Source: an optimization exercise on an open RTL-to-GDS flow (aim: small area, a short achievable clock period and few clock cycles per item). Production flows keep margins and buffers that such runs may drop. Only simulation tests tie the RTL to the original design; equivalence was not proved. The flow treats the clock pin as an ideal source. Dropping or thinning the clock tree relies on that and would not hold on a real chip. Power and IR drop assume default switching activity.

==> run a <==
## LBP
module LBP (
	input  clk,
	input  reset,
	output reg [13:0] gray_addr,
	output reg        gray_req,
	input             gray_ready,
	input      [7:0]  gray_data,
	output reg        lbp_valid,
	output reg [13:0] lbp_addr,
	output reg [7:0]  lbp_data,
	output reg        finish
);
	localparam H = 8;            
	wire [6:0] row = gray_addr[13:7];
	wire [6:0] col = gray_addr[6:0];
	reg  [2:0] s;                
	reg        endc;             
	reg        ends;             
	reg        last;             
	wire [6:0] row_step = {{4{endc}}, {2{ends}}, 1'b1};
	always @(posedge clk) begin
		if (reset) begin
			gray_req  <= 1'b0;
			gray_addr <= 14'd0;
			s         <= 3'd0;
			lbp_valid <= 1'b0;
			finish    <= 1'b0;
		end else begin
			gray_req  <= gray_ready & ~finish & ~(gray_req & last);
			lbp_valid <= gray_req & (s >= 3'd2) & (col >= 7'd2);
			if (gray_req & last) finish <= 1'b1;
			if (gray_req) begin
				{gray_addr[6:0], s} <= {col, s} + 10'd1;
				gray_addr[13:7] <= row + row_step;
			end
		end
	end
	always @(posedge clk) begin
		endc <= (s == 3'd6);
		ends <= (s == 3'd6) & (col == 7'd127);
		last <= (s == 3'd6) & (col == 7'd127) & (row == 7'd126);
	end
	reg [7:0] d [0:H];
	integer i;
	always @(posedge clk) begin
		d[0] <= gray_data;
		for (i = 1; i <= H; i = i + 1) d[i] <= d[i-1];
  ...
==> module LBP, before the edit <==
module LBP (
	input  clk,
	input  reset,
	output reg [13:0] gray_addr,
	output reg        gray_req,
	input             gray_ready,
	input      [7:0]  gray_data,
	output reg        lbp_valid,
	output reg [13:0] lbp_addr,
	output reg [7:0]  lbp_data,
	output reg        finish
);
	localparam H = 8;            
	wire [6:0] row = gray_addr[13:7];
	wire [6:0] col = gray_addr[6:0];
	reg  [2:0] s;                
	reg        endc;             
	reg        ends;             
	reg        last;             
	wire [6:0] row_step = {{4{endc}}, {2{ends}}, 1'b1};
	always @(posedge clk) begin
		if (reset) begin
			gray_req  <= 1'b0;
			gray_addr <= 14'd0;
			s         <= 3'd0;
			lbp_valid <= 1'b0;
			finish    <= 1'b0;
		end else begin
			gray_req  <= gray_ready & ~finish & ~(gray_req & last);
			lbp_valid <= gray_req & (s >= 3'd2) & (col >= 7'd2);
			if (gray_req & last) finish <= 1'b1;
			if (gray_req) begin
				{gray_addr[6:0], s} <= {col, s} + 10'd1;
				gray_addr[13:7] <= row + row_step;
			end
		end
	end
	always @(posedge clk) begin
		endc <= (s == 3'd6);
		ends <= (s == 3'd6) & (col == 7'd127);
		last <= (s == 3'd6) & (col == 7'd127) & (row == 7'd126);
	end
	reg [7:0] d [0:H];
	integer i;
	always @(posedge clk) begin
		d[0] <= gray_data;
		for (i = 1; i <= H; i = i + 1) d[i] <= d[i-1];
	end
	function [1:0] tcmp;
		input [7:0] a, b;
		reg [7:0] g, e;
		reg [3:0] g2, e2;
		reg [1:0] g4, e4;
		integer k;
		begin
			g = a & ~b; e = ~(a ^ b);
			for (k = 0; k < 4; k = k + 1) begin
				g2[k] = g[2*k+1] | (e[2*k+1] & g[2*k]);
				e2[k] = e[2*k+1] & e[2*k];
			end
			for (k = 0; k < 2; k = k + 1) begin
				g4[k] = g2[2*k+1] | (e2[2*k+1] & g2[2*k]);
				e4[k] = e2[2*k+1] & e2[2*k];
			end
			tcmp = {g4[1] | (e4[1] & g4[0]), e4[1] & e4[0]};
		end
	endfunction
	wire [7:0] c = d[H];
	wire [1:0] r_dg = tcmp(gray_data, c), r_hz = tcmp(d[0], c);
	wire [1:0] r_ad = tcmp(d[1], c),      r_vt = tcmp(d[H-1], c);
	wire ge_dg = r_dg[1] | r_dg[0],  le_dg = ~r_dg[1];
	wire ge_hz = r_hz[1] | r_hz[0],  le_hz = ~r_hz[1];
	wire ge_ad = r_ad[1] | r_ad[0],  le_ad = ~r_ad[1];
	wire ge_vt = r_vt[1] | r_vt[0],  le_vt = ~r_vt[1];
	reg [H:0]   q_dg;    
	reg [H-1:0] q_hz;
	reg [H-2:0] q_ad;
	reg         q_vt;
	always @(posedge clk) begin
		q_dg <= {q_dg[H-1:0], le_dg};
		q_hz <= {q_hz[H-2:0], le_hz};
		q_ad <= {q_ad[H-3:0], le_ad};
		q_vt <= le_vt;
	end
	always @(posedge clk) begin
		lbp_addr <= {row - 7'd1, col - 7'd1};
		lbp_data <= {ge_dg, ge_vt, q_ad[H-2], ge_hz, q_hz[H-1], ge_ad, q_vt, q_dg[H]};
	end
endmodule
export LEC_CHECK = 0
export CAP_MARGIN = 20
export CORE_MARGIN = 2
export CORE_UTILIZATION = 40
export CTS_BUF_LIST = sky130_fd_sc_hd__clkbuf_4 sky130_fd_sc_hd__clkbuf_8
export CTS_CLUSTER_SIZE = 30
export SETUP_SLACK_MARGIN = 2.5
export SLEW_MARGIN = 20
create_clock -name core_clock -period 4.0 [get_ports {clk}]
run.sh (not shown) runs the stock make flow with config.mk's settings and CLKGATE_MAP_FILE= SYNTH_SCRIPT=/design/flow/synth_recipe.tcl, a recipe that flattens the netlist after the stock synthesis.
==> run b: changes against run a <==
--- a/flow/design.v
+++ b/flow/design.v
@@ -22,18 +22,20 @@
 	always @(posedge clk) begin
 		if (reset) begin
 			gray_req  <= 1'b0;
-			gray_addr <= 14'd0;
-			s         <= 3'd0;
 			lbp_valid <= 1'b0;
 			finish    <= 1'b0;
 		end else begin
 			gray_req  <= gray_ready & ~finish & ~(gray_req & last);
 			lbp_valid <= gray_req & (s >= 3'd2) & (col >= 7'd2);
 			if (gray_req & last) finish <= 1'b1;
-			if (gray_req) begin
-				{gray_addr[6:0], s} <= {col, s} + 10'd1;
-				gray_addr[13:7] <= row + row_step;
-			end
+		end
+	end
+	always @(posedge clk) begin
+		if (gray_req) begin
+			{gray_addr[6:0], s} <= {col, s} + 10'd1;
+			gray_addr[13:7] <= row + row_step;
+		end else begin
+			{gray_addr, s} <= 17'd0;
 		end
 	end
 	always @(posedge clk) begin
==> flow/flow/run.sh (new file) <==
#!/bin/bash
# Standard layout, with custom clock tree synthesis arguments and port
# buffer cell.
set -euo pipefail
bash standard.sh finish "CTS_ARGS=-sink_clustering_enable -repair_clock_nets -root_buf sky130_fd_sc_hd__clkbuf_16 -buf_list sky130_fd_sc_hd__clkbuf_4 -sink_clustering_size 30 -sink_clustering_levels 1 -dont_use_dummy_load" "BUFFER_PORTS_ARGS=-buffer_cell sky130_fd_sc_hd__buf_1" > standard_flow.log 2>&1
==> flow/standard.sh (new file) <==
#!/bin/bash
# synth_recipe.tcl (not shown) runs the flow's synth.tcl, then flattens the netlist and writes it again
# the make line also repeats each setting of config.mk as NAME=value (left out here)
make -C /OpenROAD-flow-scripts/flow DESIGN_CONFIG=/design/flow/config.mk WORK_HOME=/design/flow/orfs CLKGATE_MAP_FILE= SYNTH_SCRIPT=/design/flow/synth_recipe.tcl "${@:-finish}"
==> flow/config.mk (replaced) <==
export PLATFORM = sky130hd
export DESIGN_NAME = LBP
export DESIGN_NICKNAME = LBP
export VERILOG_FILES = /design/flow/design.v
export SDC_FILE = /design/flow/constraint.sdc
export NUM_CORES = 4
export LEC_CHECK = 0
export CAP_MARGIN = 20
export CORE_MARGIN = 2
export CORE_UTILIZATION = 60
export SETUP_SLACK_MARGIN = 2.35
export SLEW_MARGIN = 20
removed: flow/run.sh
==> run c: changes against run a <==
--- a/flow/design.v
+++ b/flow/design.v
@@ -22,18 +22,20 @@
 	always @(posedge clk) begin
 		if (reset) begin
 			gray_req  <= 1'b0;
-			gray_addr <= 14'd0;
-			s         <= 3'd0;
 			lbp_valid <= 1'b0;
 			finish    <= 1'b0;
 		end else begin
 			gray_req  <= gray_ready & ~finish & ~(gray_req & last);
 			lbp_valid <= gray_req & (s >= 3'd2) & (col >= 7'd2);
 			if (gray_req & last) finish <= 1'b1;
-			if (gray_req) begin
-				{gray_addr[6:0], s} <= {col, s} + 10'd1;
-				gray_addr[13:7] <= row + row_step;
-			end
+		end
+	end
+	always @(posedge clk) begin
+		if (gray_req) begin
+			{gray_addr[6:0], s} <= {col, s} + 10'd1;
+			gray_addr[13:7] <= row + row_step;
+		end else begin
+			{gray_addr, s} <= 17'd0;
 		end
 	end
 	always @(posedge clk) begin
==> flow/flow/run.sh (new file) <==
#!/bin/bash
# The standard layout, with plain buf_1 port buffers and a one-level clock
# tree: after CTS, flow/mytree.tcl replaces the tree with 4 sky130_fd_sc_hd__clkbuf_16 buffers
# fed from the clock port, one per cluster of flip-flops. Timing repair
# then runs after global routing as usual.
set -euo pipefail
HERE=$(pwd)
bash standard.sh finish \
  "BUFFER_PORTS_ARGS=-buffer_cell sky130_fd_sc_hd__buf_1" \
  "SKIP_CTS_REPAIR_TIMING=1" \
  "POST_CTS_TCL=$HERE/flow/mytree.tcl" \
  "MYTREE_NBUF=4" "MYTREE_CELL=sky130_fd_sc_hd__clkbuf_16"  > standard_flow.log 2>&1
==> flow/flow/mytree.tcl (new file) <==
# Replace the clock tree built by CTS with one level of NBUF buffers fed
# straight from the clock port, each driving one cluster of flip-flops.
set nbuf [expr {[info exists ::env(MYTREE_NBUF)] ? $::env(MYTREE_NBUF) : 4}]
set bufm [expr {[info exists ::env(MYTREE_CELL)] ? $::env(MYTREE_CELL) : "sky130_fd_sc_hd__clkbuf_16"}]
set db [ord::get_db]
set block [ord::get_db_block]
set clk [$block findNet clk]
set master [$db findMaster $bufm]

# sinks: every flip-flop clock pin, found through the existing tree
set sinks {}
set todo [list $clk]
set bufs {}
set dead {}
while {[llength $todo]} {
  set net [lindex $todo 0]; set todo [lrange $todo 1 end]
  foreach it [$net getITerms] {
    if {![$it isInputSignal] && [$it getIoType] ne "INPUT"} { continue }
    set inst [$it getInst]
    set mname [[$inst getMaster] getName]
    if {[string match "sky130_fd_sc_hd__df*" $mname]} {
      lappend sinks $it
    } else {
      # clock buffers and the dummy loads CTS hangs on the tree
      lappend bufs $inst
      foreach o [$inst getITerms] { if {[$o isOutputSignal]} { set n [$o getNet]; if {$n ne "NULL"} { lappend todo $n } } }
    }
  }
}
puts "mytree: [llength $sinks] sinks, removing [llength $bufs] buffers"
foreach inst $bufs {
  foreach o [$inst getITerms] {
    if {[$o isOutputSignal]} { set n [$o getNet]; if {$n ne "NULL" && $n ne $clk} { lappend dead $n } }
  }
}
foreach it $sinks { $it disconnect }
foreach inst $bufs { odb::dbInst_destroy $inst }
foreach n [lsort -unique $dead] { odb::dbNet_destroy $n }

# k-means on sink locations
set pts {}
foreach it $sinks {
  set inst [$it getInst]
  set bb [$inst getBBox]
  lappend pts [list [expr {([$bb xMin]+[$bb xMax])/2}] [expr {([$bb yMin]+[$bb yMax])/2}]]
}
set n [llength $pts]
set sorted [lsort -integer -index 0 $pts]
set cents {}
for {set k 0} {$k < $nbuf} {incr k} {
  lappend cents [lindex $sorted [expr {int(($k + 0.5) * $n / $nbuf)}]]
}
# balanced k-means: each cluster takes at most cap sinks
set cap [expr {($n + $nbuf - 1) / $nbuf + 1}]
for {set iter 0} {$iter < 30} {incr iter} {
  set pairs {}
  set i 0
  foreach p $pts {
    for {set k 0} {$k < $nbuf} {incr k} {
      set c [lindex $cents $k]
      lappend pairs [list [expr {abs([lindex $p 0]-[lindex $c 0]) + abs([lindex $p 1]-[lindex $c 1])}] $i $k]
    }
    incr i
  }
  set assign [lrepeat $n -1]
  set fill [lrepeat $nbuf 0]
  foreach pr [lsort -integer -index 0 $pairs] {
    lassign $pr d i k
    if {[lindex $assign $i] >= 0 || [lindex $fill $k] >= $cap} { continue }
    lset assign $i $k
    lset fill $k [expr {[lindex $fill $k] + 1}]
  }
  set newc {}
  for {set k 0} {$k < $nbuf} {incr k} {
    set sx 0; set sy 0; set m 0
    foreach p $pts a $assign { if {$a == $k} { incr sx [lindex $p 0]; incr sy [lindex $p 1]; incr m } }
    if {$m} { lappend newc [list [expr {$sx/$m}] [expr {$sy/$m}]] } else { lappend newc [lindex $cents $k] }
  }
  set cents $newc
}
for {set k 0} {$k < $nbuf} {incr k} {
  set inst [odb::dbInst_create $block $master "clkbuf_leaf_$k"]
  set net [odb::dbNet_create $block "clknet_leaf_$k"]
  $net setSigType CLOCK
  set c [lindex $cents $k]
  $inst setLocation [lindex $c 0] [lindex $c 1]
  $inst setPlacementStatus PLACED
  [$inst findITerm A] connect $clk
  [$inst findITerm X] connect $net
  set m 0
  foreach it $sinks a $assign { if {$a == $k} { $it connect $net; incr m } }
  puts "mytree: buffer $k at $c drives $m sinks"
}

detailed_placement
==> flow/standard.sh (new file) <==
#!/bin/bash
# synth_recipe.tcl (not shown) runs the flow's synth.tcl, then flattens the netlist and writes it again
# the make line also repeats each setting of config.mk as NAME=value (left out here)
make -C /OpenROAD-flow-scripts/flow DESIGN_CONFIG=/design/flow/config.mk WORK_HOME=/design/flow/orfs CLKGATE_MAP_FILE= SYNTH_SCRIPT=/design/flow/synth_recipe.tcl "${@:-finish}"
==> flow/config.mk (replaced) <==
export PLATFORM = sky130hd
export DESIGN_NAME = LBP
export DESIGN_NICKNAME = LBP
export VERILOG_FILES = /design/flow/design.v
export SDC_FILE = /design/flow/constraint.sdc
export NUM_CORES = 4
export LEC_CHECK = 0
export CAP_MARGIN = 20
export CORE_MARGIN = 2
export CORE_UTILIZATION = 60
export SETUP_SLACK_MARGIN = 2.55
export SLEW_MARGIN = 20
removed: flow/run.sh
==> results by group <==
Finish
  – Non-clock buffer share: 10.5%
  – Register area: 0.00291 mm^2
  – Area Growth Syn to Fin: 31.6%
  – # clk buffers: 19
  – Share of layout cells above drive strength 1: 32.1%

GRT
  – Vias in the first global route: 2731
  – Gr usage total: 13.7%

Clocking
  – Root Driver: clkbuf_8

Placement
  – Post-Place Cells: 561
  – DP HPWL: 4910 um

Die
  – Die Y-Extent: 110 um
  – Starting Density: 41.1%
  – Die width: approximately 110 um

Synthesis
  – Mapped Avg Cell Area: between 10 and 15 um^2
  – Top cells by area, synth: dfxtp_1, ha_1, xor2_1

Run status
  – Status: timing/DRC/antenna clean

Detailed routing
  – Routed WL: 7550 um

Power and ir drop
  – Seq power: 1.53 mW
  – Clk. pwr: 1.04 mW
[end of results for run a]
==> results by group <==
Run status
  – Status: timing/DRC/antenna clean

Placement
  – DP HPWL: 4550 um
  – Post-Place Cells: roughly 500

GRT
  – Vias in the first global route: 2608
  – Gr usage total: 17.9%

Synthesis
  – Top cells by area, synth: dfxtp_1, ha_1, a21oi_1

Finish
  – Area Growth Syn to Fin: 16.6%
  – Non-clock buffer share: around 8%
  – Share of layout cells above drive strength 1: between 20% and 30%
  – Register area: about 0.0029 mm^2

Die
  – Die width: 89.8 um
  – Starting Density: between 60% and 70%
  – Die Y-Extent: about 90 um

Detailed routing
  – Routed WL: 6730 um
[end of results for run b]
==> results by group <==
Detailed routing
  – Routed WL: 7370 um

Finish
  – Register area: between 0.002 and 0.003 mm^2
  – Share of layout cells above drive strength 1: 28.8%

Die
  – Die Y-Extent: ~90 um
  – Starting Density: between 60% and 70%
  – Die width: 89.8 um

Run status
  – Status: timing/DRC/antenna clean

Power and ir drop
  – Seq power: 1.53 mW
  – Clk. pwr: 514 uW

GRT
  – Vias in the first global route: 2430
  – Gr usage total: between 10% and 20%

Synthesis
  – Area leader, netlist: dfxtp_1

Placement
  – DP HPWL: 4570 um
  – Post-Place Cells: between 500 and 600
[end of results for run c]
Testbench counts of run a, summed over its fixed seeds: cycles 344,080, images 16.
Testbench counts of run b, summed over its fixed seeds: cycles 344,080, images 16.
Testbench counts of run c, summed over its fixed seeds: cycles 344,080, images 16.
The clock cells of run c come from the design's own scripts or RTL, not from TritonCTS.

## what the ideal ports hide
Ports are ideal in the flow. The routed layouts listed here were re-timed in OpenROAD. Step 1: set_driving_cell puts a clkbuf_16 on clk and a buf_2 on each other input, an assumption about the parent block. Step 2 also shifts input and output timing later by t, the mid clock arrival at the registers, as if the neighbouring blocks saw the same clock. Three values: no drivers, after step 1, after step 2; two values: the first two.
| run | t, ns | setup WS [ns] | hold WS [ns] | worst setup path after step 2 | worst data-port slew with drivers (ns) |
|---|---|---|---|---|---|
| run a | 0.464 | 2.290 / 2.256 / 2.030 | 0.328 / 0.328 / 0.328 | input to register | 0.03 |
| run b | 0.364 | 2.368 / 2.334 / 2.084 | 0.306 / 0.306 / 0.306 | input to register | 0.03 |
| run c | 0.250 | 2.474 / 2.397 / 2.315 | 0.320 / 0.320 / 0.320 | input to register | 0.04 |
After both steps setup and hold are still met in every run listed. The setup slack of run b, which loses most, moves by -0.034 ns with the drivers and by -0.284 ns with both steps.
